This is an optimization exercise on Yosys and OpenROAD, whose aim is small area, not a production implementation.
Only simulation tests tie the RTL to the original design; equivalence was not proved.
Power figures rest on the tool's default switching activity, not on a simulated workload.

==> flow/design.v (excerpt) <==
module updown ( din, ncs, nrd, nwr, a0, a1, clk, start, reset, cout, err, dir, ec, dout, dout_en ) ;
input wire [7:0]din ;
input wire ncs ;
input wire nrd ;
input wire nwr ;
input wire a0 ;
input wire a1 ;
input wire clk ;
input wire start ;
input wire reset ;
output reg [7:0]cout ;
output reg dir ;
output reg err ;
output reg ec ;
output wire [7:0]dout ;
output wire dout_en ;
reg [7:0]PLR ;
reg [7:0]ULR ;
reg [7:0]LLR ;
reg [7:0]CCR ;
reg [7:0]cycle_count ;
reg posedge_start ;
reg stop_downcount ;
reg stop_upcount;
reg start_upcount ;
reg stop_load_plr ;
function [8:0] sub9;
  input [7:0] a;
  input [7:0] b;
  integer i;
  reg br;
  begin
    br = 1'b0;
    for (i = 0; i < 8; i = i + 1) begin
      sub9[i] = a[i] ^ b[i] ^ br;
      br = (~a[i] & b[i]) | (~(a[i] ^ b[i]) & br);
Size in the first run: roughly 470 cells after synthesis, ~56 flip-flops, about 36 I/O pins.
Settings: LEC_CHECK=0, CAP_MARGIN=20, CORE_MARGIN=2, CORE_UTILIZATION=40, CTS_BUF_LIST=sky130_fd_sc_hd__clkbuf_8, SLEW_MARGIN=20; clock period 8.0 ns.
standard.sh (not shown) runs the stock make flow with config.mk's settings and CLKGATE_MAP_FILE= SYNTH_SCRIPT=/design/flow/synth_recipe.tcl, a recipe that flattens the netlist after the stock synthesis.
==> flow/flow/run.sh <==
#!/bin/bash
# Own layout flow: the standard ORFS flow (standard.sh), changed only in
#  - synthesis: the adder step keeps full adders only (no half adders), and the one ABC
#    mapping call runs an area script (deepsyn, then area mapping) with eight seeds,
#    keeping the smallest result; registers and all other synthesis steps are untouched;
#  - port buffers: buf_1 cells;
#  - clock tree: clkbuf_8 buffers, without the dummy loads CTS adds for balance.
# Each tool's full output goes to a log file in this folder (make_*.log) and under orfs/logs.
set -euo pipefail
W=$(pwd)
F=$W/flow
for s in 1 2 3 4 5 6 7 8; do
  sed "s/@SEED@/$s/" $F/abc_area.script > $W/abc_area_s$s.script
done
cat > $W/area_synth.tcl <<EOT
proc extract_fa {args} { yosys extract_fa -fa }
proc abc {args} {
  set lib [lindex \$args [expr {[lsearch -exact \$args -liberty] + 1}]]
  set i [lsearch -exact \$args -script]
  yosys design -save flow_pre_abc
  set best ""
  foreach s {1 2 3 4 5 6 7 8} {
    yosys design -load flow_pre_abc
    yosys abc {*}[lreplace \$args [expr {\$i + 1}] [expr {\$i + 1}] $W/abc_area_s\$s.script]
    set st [tee -q -s result.string stat -liberty \$lib]
    regexp {Chip area for module [^:]*: ([0-9.]+)} \$st -> area
    puts "area abc seed \$s: \$area"
    if {\$best eq "" || \$area < \$best} {
      set best \$area
      yosys design -save flow_best_abc
    }
  }
  yosys design -load flow_best_abc
  puts "area abc best: \$best"
}
source $W/synth_recipe.tcl
EOT
bash $W/standard.sh SYNTH_SCRIPT=$W/area_synth.tcl \
  "BUFFER_PORTS_ARGS=-buffer_cell sky130_fd_sc_hd__buf_1" \
  "CTS_ARGS=-sink_clustering_enable -repair_clock_nets -buf_list sky130_fd_sc_hd__clkbuf_8 -dont_use_dummy_load" \
  ${FLOW_TARGET:-finish} > $W/make_finish.log 2>&1
==> flow/flow/abc_area.script <==
&get -n
&st
&deepsyn -T 40 -S @SEED@
&put
dch -f
map -a -B 0
topo
The first run completed with no timing, DRC or antenna violations.
==> next run, changes <==
--- a/flow/flow/run.sh
+++ b/flow/flow/run.sh
@@ -4 +4 @@
-#    mapping call runs an area script (deepsyn, then area mapping) with eight seeds,
+#    mapping call runs an area script (deepsyn, then area mapping) with sixteen seeds,
@@ -12 +12 @@
-for s in 1 2 3 4 5 6 7 8; do
+for s in $(seq 1 16); do
@@ -22 +22 @@
-  foreach s {1 2 3 4 5 6 7 8} {
+  foreach s {1 2 3 4 5 6 7 8 9 10 11 12 13 14 15 16} {
Result: Die area does not change; wire length does not change; synthesized area stays the same; total power stays the same; final cell count stays the same; non-clock buffer count does not change; clock power is about the same; core utilization stays the same; count of clock-buffer cells in the layout stays the same; sequential share of layout area is unchanged; setup slack does not change.
==> next run, changes <==
--- a/flow/flow/run.sh
+++ b/flow/flow/run.sh
@@ -4 +4 @@
-#    mapping call runs an area script (deepsyn, then area mapping) with sixteen seeds,
+#    mapping call runs an area script (deepsyn, then area mapping) with eight seeds,
@@ -12 +12 @@
-for s in $(seq 1 16); do
+for s in 1 2 3 4 5 6 7 8; do
@@ -22 +22 @@
-  foreach s {1 2 3 4 5 6 7 8 9 10 11 12 13 14 15 16} {
+  foreach s {1 2 3 4 5 6 7 8} {
==> flow/flow/abc_area.script (replaced) <==
&get -n
&st
&deepsyn -T 100 -S @SEED@
&put
dch -f
map -a -B 0
topo
Result: Final cell count is unchanged. Utilization stays the same. Setup slack stays the same. Synthesized area stays the same.

========
## v6
Another version of the RTL of updown (not shown whole).
For scale: roughly 36 I/O pins.
==> flow/config.mk <==
export PLATFORM = sky130hd
export DESIGN_NAME = updown
export DESIGN_NICKNAME = updown
export VERILOG_FILES = /design/flow/design.v
export SDC_FILE = /design/flow/constraint.sdc
export NUM_CORES = 4
export LEC_CHECK = 0
export CAP_MARGIN = 20
export CORE_MARGIN = 2
export CORE_UTILIZATION = 40
export CTS_BUF_LIST = sky130_fd_sc_hd__clkbuf_8
export GPL_TIMING_DRIVEN = 0
export SLEW_MARGIN = 20
==> flow/constraint.sdc <==
create_clock -name core_clock -period 8.0 [get_ports {clk}]
set_input_delay 1.6000 -clock core_clock [delete_from_list [all_inputs] [get_ports {clk}]]
set_output_delay 1.6000 -clock core_clock [all_outputs]
set_load 0.01 [all_outputs]
==> flow/flow/run.sh <==
#!/bin/bash
# Own layout flow: the standard ORFS flow (standard.sh), changed only in
#  - synthesis: the adder step keeps full adders only (no half adders), and the one ABC
#    mapping call runs an area script (deepsyn, then area mapping) with sixteen seeds,
#    keeping the smallest result; registers and all other synthesis steps are untouched;
#  - port buffers: buf_1 cells;
#  - clock tree: clkbuf_8 buffers, without the dummy loads CTS adds for balance.
# Each tool's full output goes to a log file in this folder (make_*.log) and under orfs/logs.
set -euo pipefail
W=$(pwd)
F=$W/flow
for s in $(seq 1 16); do
  sed "s/@SEED@/$s/" $F/abc_area.script > $W/abc_area_s$s.script
done
cat > $W/area_synth.tcl <<EOT
proc extract_fa {args} { yosys extract_fa -fa }
proc abc {args} {
  set lib [lindex \$args [expr {[lsearch -exact \$args -liberty] + 1}]]
  set i [lsearch -exact \$args -script]
  yosys design -save flow_pre_abc
  set best ""
  foreach s {1 2 3 4 5 6 7 8 9 10 11 12 13 14 15 16} {
    yosys design -load flow_pre_abc
    yosys abc {*}[lreplace \$args [expr {\$i + 1}] [expr {\$i + 1}] $W/abc_area_s\$s.script]
    set st [tee -q -s result.string stat -liberty \$lib]
    regexp {Chip area for module [^:]*: ([0-9.]+)} \$st -> area
    puts "area abc seed \$s: \$area"
    if {\$best eq "" || \$area < \$best} {
      set best \$area
      yosys design -save flow_best_abc
    }
  }
  yosys design -load flow_best_abc
  puts "area abc best: \$best"
}
source $W/synth_recipe.tcl
EOT
bash $W/standard.sh SYNTH_SCRIPT=$W/area_synth.tcl \
  "BUFFER_PORTS_ARGS=-buffer_cell sky130_fd_sc_hd__buf_1" \
  "CTS_ARGS=-sink_clustering_enable -repair_clock_nets -buf_list sky130_fd_sc_hd__clkbuf_8 -dont_use_dummy_load" \
  ${FLOW_TARGET:-finish} > $W/make_finish.log 2>&1
==> flow/flow/abc_area.script <==
&get -n
&st
&deepsyn -T 30 -S @SEED@
&put
dch -f
map -a -B 0
topo
Input changes introduced in v7 (baseline for comparison: v6):
# v6
export LEC_CHECK = 0
export CAP_MARGIN = 20
export CORE_MARGIN = 2
export CORE_UTILIZATION = 40
export CTS_BUF_LIST = sky130_fd_sc_hd__clkbuf_8
export GPL_TIMING_DRIVEN = 0
export SLEW_MARGIN = 20
create_clock -name core_clock -period 8.0 [get_ports {clk}]
# v7
export LEC_CHECK = 0
export CAP_MARGIN = 20
export CORE_MARGIN = 2
export CORE_UTILIZATION = 40
export CTS_BUF_LIST = sky130_fd_sc_hd__clkbuf_8
export SLEW_MARGIN = 20
create_clock -name core_clock -period 8.0 [get_ports {clk}]
diff --git a/flow/flow/run.sh b/flow/flow/run.sh
--- a/flow/flow/run.sh
+++ b/flow/flow/run.sh
@@ -3,3 +3,3 @@
 #  - synthesis: the adder step keeps full adders only (no half adders), and the one ABC
-#    mapping call runs an area script (deepsyn, then area mapping) with sixteen seeds,
+#    mapping call runs an area script (deepsyn, then area mapping) with eight seeds,
 #    keeping the smallest result; registers and all other synthesis steps are untouched;
@@ -11,3 +11,3 @@
 F=$W/flow
-for s in $(seq 1 16); do
+for s in 1 2 3 4 5 6 7 8; do
   sed "s/@SEED@/$s/" $F/abc_area.script > $W/abc_area_s$s.script
@@ -21,3 +21,3 @@
   set best ""
-  foreach s {1 2 3 4 5 6 7 8 9 10 11 12 13 14 15 16} {
+  foreach s {1 2 3 4 5 6 7 8} {
     yosys design -load flow_pre_abc
==> flow/flow/abc_area.script <==
&get -n
&st
&deepsyn -T 40 -S @SEED@
&put
dch -f
map -a -B 0
topo
[summary]
The global-route wire length before repair of v7 exceeds that of v6 by about 4.5%.
Between v7 and v6, the sequential area share after synthesis does not differ in any meaningful way.
Compared to v6, v7 reaches a lower achievable clock.
On area added between synthesis and finish, v6 and v7 are basically level.

========
## v49
updown, a different RTL version from the one above (not shown whole).
Size: roughly 470 cells after synthesis, ~36 I/O pins.
clock: 8.0 ns
lec_check: 0
cap_margin: 20
core_margin: 2
core_utilization: 40
cts_buf_list: sky130_fd_sc_hd__clkbuf_8
gpl_timing_driven: 0
slew_margin: 20
==> flow/flow/run.sh <==
#!/bin/bash
# Own layout flow: the standard ORFS flow (standard.sh), changed only in
#  - synthesis: the adder step keeps full adders only (no half adders), and the one ABC
#    mapping call runs an area script (deepsyn, then area mapping) with sixteen seeds,
#    keeping the smallest result; registers and all other synthesis steps are untouched;
#  - port buffers: buf_1 cells;
#  - clock tree: clkbuf_8 buffers, without the dummy loads CTS adds for balance.
# Each tool's full output goes to a log file in this folder (make_*.log) and under orfs/logs.
set -euo pipefail
W=$(pwd)
F=$W/flow
for s in $(seq 1 16); do
  sed "s/@SEED@/$s/" $F/abc_area.script > $W/abc_area_s$s.script
done
cat > $W/area_synth.tcl <<EOT
proc extract_fa {args} { yosys extract_fa -fa }
proc abc {args} {
  set lib [lindex \$args [expr {[lsearch -exact \$args -liberty] + 1}]]
  set i [lsearch -exact \$args -script]
  yosys design -save flow_pre_abc
  set best ""
  foreach s {1 2 3 4 5 6 7 8 9 10 11 12 13 14 15 16} {
    yosys design -load flow_pre_abc
    yosys abc {*}[lreplace \$args [expr {\$i + 1}] [expr {\$i + 1}] $W/abc_area_s\$s.script]
    set st [tee -q -s result.string stat -liberty \$lib]
    regexp {Chip area for module [^:]*: ([0-9.]+)} \$st -> area
    puts "area abc seed \$s: \$area"
    if {\$best eq "" || \$area < \$best} {
      set best \$area
      yosys design -save flow_best_abc
    }
  }
  yosys design -load flow_best_abc
  puts "area abc best: \$best"
}
source $W/synth_recipe.tcl
EOT
bash $W/standard.sh SYNTH_SCRIPT=$W/area_synth.tcl \
  "BUFFER_PORTS_ARGS=-buffer_cell sky130_fd_sc_hd__buf_1" \
  "CTS_ARGS=-sink_clustering_enable -repair_clock_nets -buf_list sky130_fd_sc_hd__clkbuf_8 -dont_use_dummy_load" \
  ${FLOW_TARGET:-finish} > $W/make_finish.log 2>&1
==> flow/flow/abc_area.script <==
&get -n
&st
&deepsyn -T 30 -S @SEED@
&put
dch -f
map -a -B 0
topo
For v31, these inputs were changed with respect to v49:
# v49
export LEC_CHECK = 0
export CAP_MARGIN = 20
export CORE_MARGIN = 2
export CORE_UTILIZATION = 40
export CTS_BUF_LIST = sky130_fd_sc_hd__clkbuf_8
export GPL_TIMING_DRIVEN = 0
export SLEW_MARGIN = 20
create_clock -name core_clock -period 8.0 [get_ports {clk}]
# v31
export LEC_CHECK = 0
export CAP_MARGIN = 20
export CORE_MARGIN = 2
export CORE_UTILIZATION = 40
export CTS_BUF_LIST = sky130_fd_sc_hd__clkbuf_8
export SLEW_MARGIN = 20
create_clock -name core_clock -period 8.0 [get_ports {clk}]
-- flow/flow/run.sh --
<<< v49, line 2
# Own layout flow: the standard ORFS flow (standard.sh), changed only in
#  - synthesis: the adder step keeps full adders only (no half adders), and the one ABC
#    mapping call runs an area script (deepsyn, then area mapping) with sixteen seeds,
#    keeping the smallest result; registers and all other synthesis steps are untouched;
#  - port buffers: buf_1 cells;
>>> v31, line 2
# Own layout flow: the standard ORFS flow (standard.sh), changed only in
#  - synthesis: the adder step keeps full adders only (no half adders), and the one ABC
#    mapping call runs an area script (deepsyn, then area mapping) with eight seeds,
#    keeping the smallest result; registers and all other synthesis steps are untouched;
#  - port buffers: buf_1 cells;
<<< v49, line 10
W=$(pwd)
F=$W/flow
for s in $(seq 1 16); do
  sed "s/@SEED@/$s/" $F/abc_area.script > $W/abc_area_s$s.script
done
>>> v31, line 10
W=$(pwd)
F=$W/flow
for s in 1 2 3 4 5 6 7 8; do
  sed "s/@SEED@/$s/" $F/abc_area.script > $W/abc_area_s$s.script
done
<<< v49, line 20
  yosys design -save flow_pre_abc
  set best ""
  foreach s {1 2 3 4 5 6 7 8 9 10 11 12 13 14 15 16} {
    yosys design -load flow_pre_abc
    yosys abc {*}[lreplace \$args [expr {\$i + 1}] [expr {\$i + 1}] $W/abc_area_s\$s.script]
>>> v31, line 20
  yosys design -save flow_pre_abc
  set best ""
  foreach s {1 2 3 4 5 6 7 8} {
    yosys design -load flow_pre_abc
    yosys abc {*}[lreplace \$args [expr {\$i + 1}] [expr {\$i + 1}] $W/abc_area_s\$s.script]
==> flow/flow/abc_area.script <==
&get -n
&st
&deepsyn -T 40 -S @SEED@
&put
dch -f
map -a -B 0
topo
Notes after the runs:
- Diff v49 -> v31: first-pass GRT wire length +520 µm; buffer count excluding the clock tree in the final layout +about 3%; combinational power +about 0.7%; cell internal power dissipation ~0 delta.
- Looking at aggregate routed wire length across both flows, v31 is the weaker of the two, with v49 ahead.
Setup changes, v31 to v46
==> flow/flow/run.sh <==
#!/bin/bash
# Own layout flow: the standard ORFS flow (standard.sh), changed only in
#  - synthesis: the adder step keeps full adders only (no half adders), and the one ABC
#    mapping call runs an area script (deepsyn, then area mapping) with four seeds,
#    keeping the smallest result; registers and all other synthesis steps are untouched;
#  - port buffers: buf_1 cells.
# Each tool's full output goes to a log file in this folder (make_*.log) and under orfs/logs.
set -euo pipefail
W=$(pwd)
F=$W/flow
for s in 1 2 3 4; do
  sed "s/@SEED@/$s/" $F/abc_area.script > $W/abc_area_s$s.script
done
cat > $W/area_synth.tcl <<EOT
proc extract_fa {args} { yosys extract_fa -fa }
proc abc {args} {
  set lib [lindex \$args [expr {[lsearch -exact \$args -liberty] + 1}]]
  set i [lsearch -exact \$args -script]
  yosys design -save flow_pre_abc
  set best ""
  foreach s {1 2 3 4} {
    yosys design -load flow_pre_abc
    yosys abc {*}[lreplace \$args [expr {\$i + 1}] [expr {\$i + 1}] $W/abc_area_s\$s.script]
    set st [tee -q -s result.string stat -liberty \$lib]
    regexp {Chip area for module [^:]*: ([0-9.]+)} \$st -> area
    puts "area abc seed \$s: \$area"
    if {\$best eq "" || \$area < \$best} {
      set best \$area
      yosys design -save flow_best_abc
    }
  }
  yosys design -load flow_best_abc
  puts "area abc best: \$best"
}
source $W/synth_recipe.tcl
EOT
bash $W/standard.sh SYNTH_SCRIPT=$W/area_synth.tcl \
  "BUFFER_PORTS_ARGS=-buffer_cell sky130_fd_sc_hd__buf_1" ${FLOW_TARGET:-finish} > $W/make_finish.log 2>&1
==> flow/flow/abc_area.script <==
&get -n
&st
&deepsyn -T 45 -S @SEED@
&put
dch -f
map -a -B 0
topo
==> summary.txt <==
- Total vias in the final route for v46 is higher than for v31.
- From v31 to v46 the numbers moved as follows: area added between synthesis and finish increased 0.97 points, number of placed instances, taps included decreased about 0.32%.
- v46 vs. v31: post-route non-filler standard cell count has remained practically unchanged, non-clock buffer count ~0 delta, leakage power of the design went down by about 0.7%, layout filler cell count now smaller, starting utilization of the core area now sits higher.
- Cmp v31 and v46 / synthesized cell count / higher: v31
- Number of cells on the worst reg-to-reg path (lower): v46
Setup changes, v46 to v18
# v46
export LEC_CHECK = 0
export CAP_MARGIN = 20
export CORE_MARGIN = 2
export CORE_UTILIZATION = 40
export CTS_BUF_LIST = sky130_fd_sc_hd__clkbuf_8
export SLEW_MARGIN = 20
create_clock -name core_clock -period 8.0 [get_ports {clk}]
# v18
export LEC_CHECK = 0
export CAP_MARGIN = 0
export CORE_MARGIN = 2
export CORE_UTILIZATION = 40
export CTS_BUF_LIST = sky130_fd_sc_hd__clkbuf_8
export SLEW_MARGIN = 0
create_clock -name core_clock -period 8.0 [get_ports {clk}]
Results
v18 finished every step from synthesis to the final layout, and the layout passed the timing, DRC and antenna checks.
Diff v46..v18 | clock latency at the later pin of the worst-skew pair | negligible
The number of flip-flops and latches was comparable across v46 and v18.
Summary of v18 over v46: internal power summed over all cells essentially unchanged, worst-case headroom to the max-slew limit essentially unchanged.

re-timing with driven ports:
The flow's constraints put no driver on any port. The routed layouts listed below were extracted and timed again, unchanged, in two steps. Step 1: set_driving_cell puts a clkbuf_16 on clk and a buf_2 on each other input, an assumption about the parent block. Step 2, shift: input delay + t, output delay - t, t = (earliest + latest rising clock arrival at the registers) / 2. This alone moves slack from input paths to output paths. Slacks: ideal / step 1 / step 2; pairs: ideal / step 1.
run	shift t [ns]	setup slack, ns	pins driven straight from the clock port
the first run of note 1	0.351	0.837 / 0.837 / 0.837	1
the second run of note 1	0.351	0.837 / 0.837 / 0.837	1
the third run of note 1	0.351	0.837 / 0.837 / 0.837	1
v6	0.336	0.845 / 0.845 / 0.845	1
v7	0.341	0.739 / 0.739 / 0.739	1
v49	0.337	0.801 / 0.801 / 0.801	1
v31	0.347	0.580 / 0.580 / 0.580	1
v46	0.350	0.844 / 0.844 / 0.844	1
v18	0.350	0.844 / 0.844 / 0.844	1
After both steps every run listed still meets setup and hold.
